What follows belongs to an exercise in optimizing a design on an open flow for small area and a short achievable clock period; a production flow would make more cautious choices. At most, simulation tests tie the RTL to the original design; equivalence was not proved. No driver is modelled on the clock port, so clock power and skew are understated where the tree is cut down; a real chip needs a root buffer or a tree. Power figures rest on the tool's default switching activity, not on a simulated workload.

==> module bcnn_pipeline, before the edit <==
module bcnn_pipeline (
    input  wire       clk,
    input  wire       reset,
    input  wire       pixel_in,
    input  wire       valid_in,
    input  wire [8:0] weight_bits1,
    input  wire [8:0] weight_bits2,
    input  wire [3:0] threshold1,
    input  wire [3:0] threshold2,
    output reg        pixel_out,
    output reg        valid_out
);
    reg [4:0] cp, rp;
    wire      last_col = &cp;
    always @(posedge clk) begin
        if (reset) begin
            cp <= 5'd4;
            rp <= 5'd5;
        end else if (valid_in) begin
            cp <= last_col ? 5'd4 : cp + 5'd1;
            if (last_col)
                rp <= (rp == 5'd0) ? 5'd5 : rp + 5'd1;
        end
    end
    wire f_lb1 = ~&cp[4:1];                           
    wire f_pl1 = ~cp[0] & (cp[4] | cp[3]);            
    wire f_c2  = cp[0] & (cp[4] | cp[3]);             
    wire f_ra  = ~rp[0] & (rp[4] | rp[3]);            
    wire f_rb  = rp[1] & ~rp[0] & (rp[4] | (rp[3] & rp[2]));  
    wire f_l2  = f_c2 & f_ra;
    function [2:0] therm;
        input [2:0] q;
        therm = {&q, (q[0] & q[1]) | (q[0] & q[2]) | (q[1] & q[2]), |q};
    endfunction
    function [9:0] le_therm;
        input [3:0] th;
        integer j;
        for (j = 0; j < 10; j = j + 1)
            le_therm[j] = (th <= j);
    endfunction
    function [6:0] w_of;
        input [1:0] s;
        input [9:0] lth;
        integer k;
        for (k = 0; k < 7; k = k + 1)
            w_of[k] = ((s == 2'd0) & lth[k])     | ((s == 2'd1) & lth[k + 1]) |
                      ((s == 2'd2) & lth[k + 2]) | ((s == 2'd3) & lth[k + 3]);
    endfunction
    function [3:0] v_of;
        input [6:0] w;
        input [2:0] g;
        integer m;
        for (m = 0; m < 4; m = m + 1)
            v_of[m] = w[m] | (g[0] & w[m + 1]) | (g[1] & w[m + 2]) | (g[2] & w[m + 3]);
    endfunction
    function act;
        input [3:0] v;
        input [2:0] g;
        act = v[0] | (g[0] & v[1]) | (g[1] & v[2]) | (g[2] & v[3]);
    endfunction
    function [1:0] count3;
        input [2:0] q;
        count3 = {(q[0] & q[1]) | (q[0] & q[2]) | (q[1] & q[2]), ^q};
    endfunction
    reg  [51:0] lb1;                  
    wire        x1 = pixel_in;        
    wire        m1 = lb1[25];         
    wire        t1 = lb1[51];         
    wire [2:0] q10 = {~(t1 ^ weight_bits1[8]), ~(m1 ^ weight_bits1[5]), ~(x1 ^ weight_bits1[2])};
    wire [2:0] q11 = {~(t1 ^ weight_bits1[7]), ~(m1 ^ weight_bits1[4]), ~(x1 ^ weight_bits1[1])};
    wire [2:0] q12 = {~(t1 ^ weight_bits1[6]), ~(m1 ^ weight_bits1[3]), ~(x1 ^ weight_bits1[0])};
    reg  [1:0] s1;
    reg  [3:0] v1;
    reg        a1_r;                  
    wire [3:0] v1_nx = v_of(w_of(s1, le_therm(threshold1)), therm(q11));
    wire       a1    = act(v1, therm(q12));
    always @(posedge clk) begin
        if (valid_in) begin
            if (f_lb1)
                lb1 <= {lb1[50:0], x1};
            s1   <= count3(q10);
            v1   <= v1_nx;
            a1_r <= a1;
        end
    end
    reg        left1;                 
    reg [11:0] pl1;                   
    reg        p1_r;                  
    wire       pair1    = left1 | a1_r;
    wire       pair1_ev = f_pl1;
    wire       p1_ev    = f_pl1 & f_ra;
    always @(posedge clk) begin
        if (valid_in) begin
            left1 <= a1_r;
            if (pair1_ev)
                pl1 <= {pl1[10:0], pair1};
            if (p1_ev)
                p1_r <= pair1 | pl1[11];
        end
    end
    wire       l2_ev = f_l2;
    reg [23:0] lb2;                   
    wire       x2 = p1_r;
    wire       m2 = lb2[11];
    wire       t2 = lb2[23];
    wire [2:0] q20 = {~(t2 ^ weight_bits2[8]), ~(m2 ^ weight_bits2[5]), ~(x2 ^ weight_bits2[2])};
    wire [2:0] q21 = {~(t2 ^ weight_bits2[7]), ~(m2 ^ weight_bits2[4]), ~(x2 ^ weight_bits2[1])};
    wire [2:0] q22 = {~(t2 ^ weight_bits2[6]), ~(m2 ^ weight_bits2[3]), ~(x2 ^ weight_bits2[0])};
    reg  [1:0] s2;
    reg  [3:0] v2;
    wire [3:0] v2_nx = v_of(w_of(s2, le_therm(threshold2)), therm(q21));
    wire       a2    = act(v2, therm(q22));
    reg        pr2;
    reg  [4:0] pl2;
    reg        d_pair, d_out;
    wire       pair2_ev = l2_ev & cp[1] & cp[0] & (cp[4] | (cp[3] & cp[2]));
    wire       out_ev   = pair2_ev & f_rb;
    always @(posedge clk) begin
        if (l2_ev && valid_in) begin
            lb2 <= {lb2[22:0], x2};
            s2  <= count3(q20);
            v2  <= v2_nx;
            pr2 <= a2 | (cp[1] & pr2);
        end
        d_pair <= valid_in & pair2_ev;
        if (d_pair)
            pl2 <= {pl2[3:0], pr2};
        pixel_out <= pr2 | pl2[4];
    end
    always @(posedge clk) begin
        if (reset) begin
            d_out     <= 1'b0;
            valid_out <= 1'b0;
        end else begin
            d_out     <= valid_in & out_ev;
            valid_out <= d_out;
        end
    end
endmodule
export LEC_CHECK = 0
export CAP_MARGIN = 20
export CORE_MARGIN = 2
export CORE_UTILIZATION = 40
export SETUP_SLACK_MARGIN = 2.2
export SLEW_MARGIN = 20
create_clock -name core_clock -period 4.0 [get_ports {clk}]
standard.sh (not shown) runs the stock make flow with config.mk's settings and CLKGATE_MAP_FILE= SYNTH_SCRIPT=/design/flow/synth_recipe.tcl, a recipe that flattens the netlist after the stock synthesis.
==> flow/flow/run.sh <==
#!/bin/bash
# Standard ORFS layout (the standard.sh) with two changes:
#  - ports are buffered with a small buffer cell (resizing may grow it);
#  - the clock tree is built by flow/manual_cts.tcl: the clock port drives one
#    root clkbuf, which drives a few clkbufs, each feeding a balanced group of
#    flip-flops (all sinks at the same depth).
set -euo pipefail
W=$PWD
export BUFFER_PORTS_ARGS="-buffer_cell sky130_fd_sc_hd__buf_1"
export PRE_CTS_TCL=$W/flow/manual_cts.tcl
export MCTS_CLOCK_PORT=clk
export MCTS_ROOT=sky130_fd_sc_hd__clkbuf_4
export MCTS_BUF=sky130_fd_sc_hd__clkbuf_16
export MCTS_GROUPS=5
export REMOVE_ABC_BUFFERS=1
bash standard.sh > $W/standard_flow.log 2>&1
Other scripts of this flow, unchanged in this note and not shown: flow/flow/manual_cts.tcl
The starting point passed the timing, DRC and antenna checks.
Change:
--- a/flow/design.v
+++ b/flow/design.v
@@ -70,35 +70,31 @@
     wire [2:0] q10 = {~(t1 ^ weight_bits1[8]), ~(m1 ^ weight_bits1[5]), ~(x1 ^ weight_bits1[2])};
     wire [2:0] q11 = {~(t1 ^ weight_bits1[7]), ~(m1 ^ weight_bits1[4]), ~(x1 ^ weight_bits1[1])};
     wire [2:0] q12 = {~(t1 ^ weight_bits1[6]), ~(m1 ^ weight_bits1[3]), ~(x1 ^ weight_bits1[0])};
     reg  [1:0] s1;
     reg  [3:0] v1;
-    reg        a1_r;                  
+    reg        pr1;
     wire [3:0] v1_nx = v_of(w_of(s1, le_therm(threshold1)), therm(q11));
     wire       a1    = act(v1, therm(q12));
     always @(posedge clk) begin
         if (valid_in) begin
             if (f_lb1)
                 lb1 <= {lb1[50:0], x1};
             s1   <= count3(q10);
             v1   <= v1_nx;
-            a1_r <= a1;
+            pr1  <= a1 | (cp[0] & pr1);
         end
     end
-    reg        left1;                 
     reg [11:0] pl1;                   
     reg        p1_r;                  
-    wire       pair1    = left1 | a1_r;
-    wire       pair1_ev = f_pl1;
-    wire       p1_ev    = f_pl1 & f_ra;
+    wire       p1_ev = f_pl1 & f_ra;
     always @(posedge clk) begin
         if (valid_in) begin
-            left1 <= a1_r;
-            if (pair1_ev)
-                pl1 <= {pl1[10:0], pair1};
+            if (f_pl1)
+                pl1 <= {pl1[10:0], pr1};
             if (p1_ev)
-                p1_r <= pair1 | pl1[11];
+                p1_r <= pr1 | pl1[11];
         end
     end
     wire       l2_ev = f_l2;
     reg [23:0] lb2;                   
     wire       x2 = p1_r;
@@ -109,32 +105,29 @@
     wire [2:0] q22 = {~(t2 ^ weight_bits2[6]), ~(m2 ^ weight_bits2[3]), ~(x2 ^ weight_bits2[0])};
     reg  [1:0] s2;
     reg  [3:0] v2;
     wire [3:0] v2_nx = v_of(w_of(s2, le_therm(threshold2)), therm(q21));
     wire       a2    = act(v2, therm(q22));
-    reg        pr2;
+    reg        left2;
     reg  [4:0] pl2;
-    reg        d_pair, d_out;
+    wire       pair2    = left2 | a2;
     wire       pair2_ev = l2_ev & cp[1] & cp[0] & (cp[4] | (cp[3] & cp[2]));
     wire       out_ev   = pair2_ev & f_rb;
     always @(posedge clk) begin
         if (l2_ev && valid_in) begin
             lb2 <= {lb2[22:0], x2};
             s2  <= count3(q20);
             v2  <= v2_nx;
-            pr2 <= a2 | (cp[1] & pr2);
         end
-        d_pair <= valid_in & pair2_ev;
-        if (d_pair)
-            pl2 <= {pl2[3:0], pr2};
-        pixel_out <= pr2 | pl2[4];
+        if (l2_ev && valid_in)
+            left2 <= a2;
+        if (pair2_ev && valid_in)
+            pl2 <= {pl2[3:0], pair2};
+        pixel_out <= pair2 | pl2[4];
     end
     always @(posedge clk) begin
-        if (reset) begin
-            d_out     <= 1'b0;
+        if (reset)
             valid_out <= 1'b0;
-        end else begin
-            d_out     <= valid_in & out_ev;
-            valid_out <= d_out;
-        end
+        else
+            valid_out <= valid_in && out_ev;
     end
 endmodule
Final area increases by 0.38%.
Core utilization increases by 0.37 points.
Register-to-register slack is worse by 0.09 ns.
First-iteration DRC count increases by 13%.
Global-route usage decreases by 0.18 points.
Combinational power increases by about 4%.
Area after synthesis decreases by 1.4%.
Worst setup slack is worse by 0.088 ns.
Final cell count increases by 1.2%.
Die area decreases by 1.4%.
Total power decreases by 1.5%.
Routed wire length increases by 1.4%.
The RTL of the second run of this note was laid out without a check of its function. In every run of this note, the design's own scripts or RTL, not TritonCTS, make the clock network.

[afterwards: timing with drivers on the ports]
In the flow no input, the clock included, has a driving cell. The finished layouts below were timed again as built, in two steps. Step 1 sets driving cells, clkbuf_16 on the clock port and buf_2 on the other inputs (assumed; they add their load-dependent delay and slew). Step 2, shift: input delay + t, output delay - t, t = (earliest + latest rising clock arrival at the registers) / 2. This alone moves slack from input paths to output paths. Slacks: ideal / step 1 / step 2; pairs: ideal / step 1.
| run | shift t [ns] | setup WS [ns] | worst setup path at the end |
|---|---|---|---|
| the first run | 0.476 | 2.144 / 2.144 / 1.708 | input to register |
| the second run | 0.478 | 2.056 / 2.056 / 1.718 | input to register |
After both steps setup and hold are still met in every run listed. The setup slack of the first run, which loses most, moves by 0.000 ns with the drivers and by -0.436 ns with both steps.
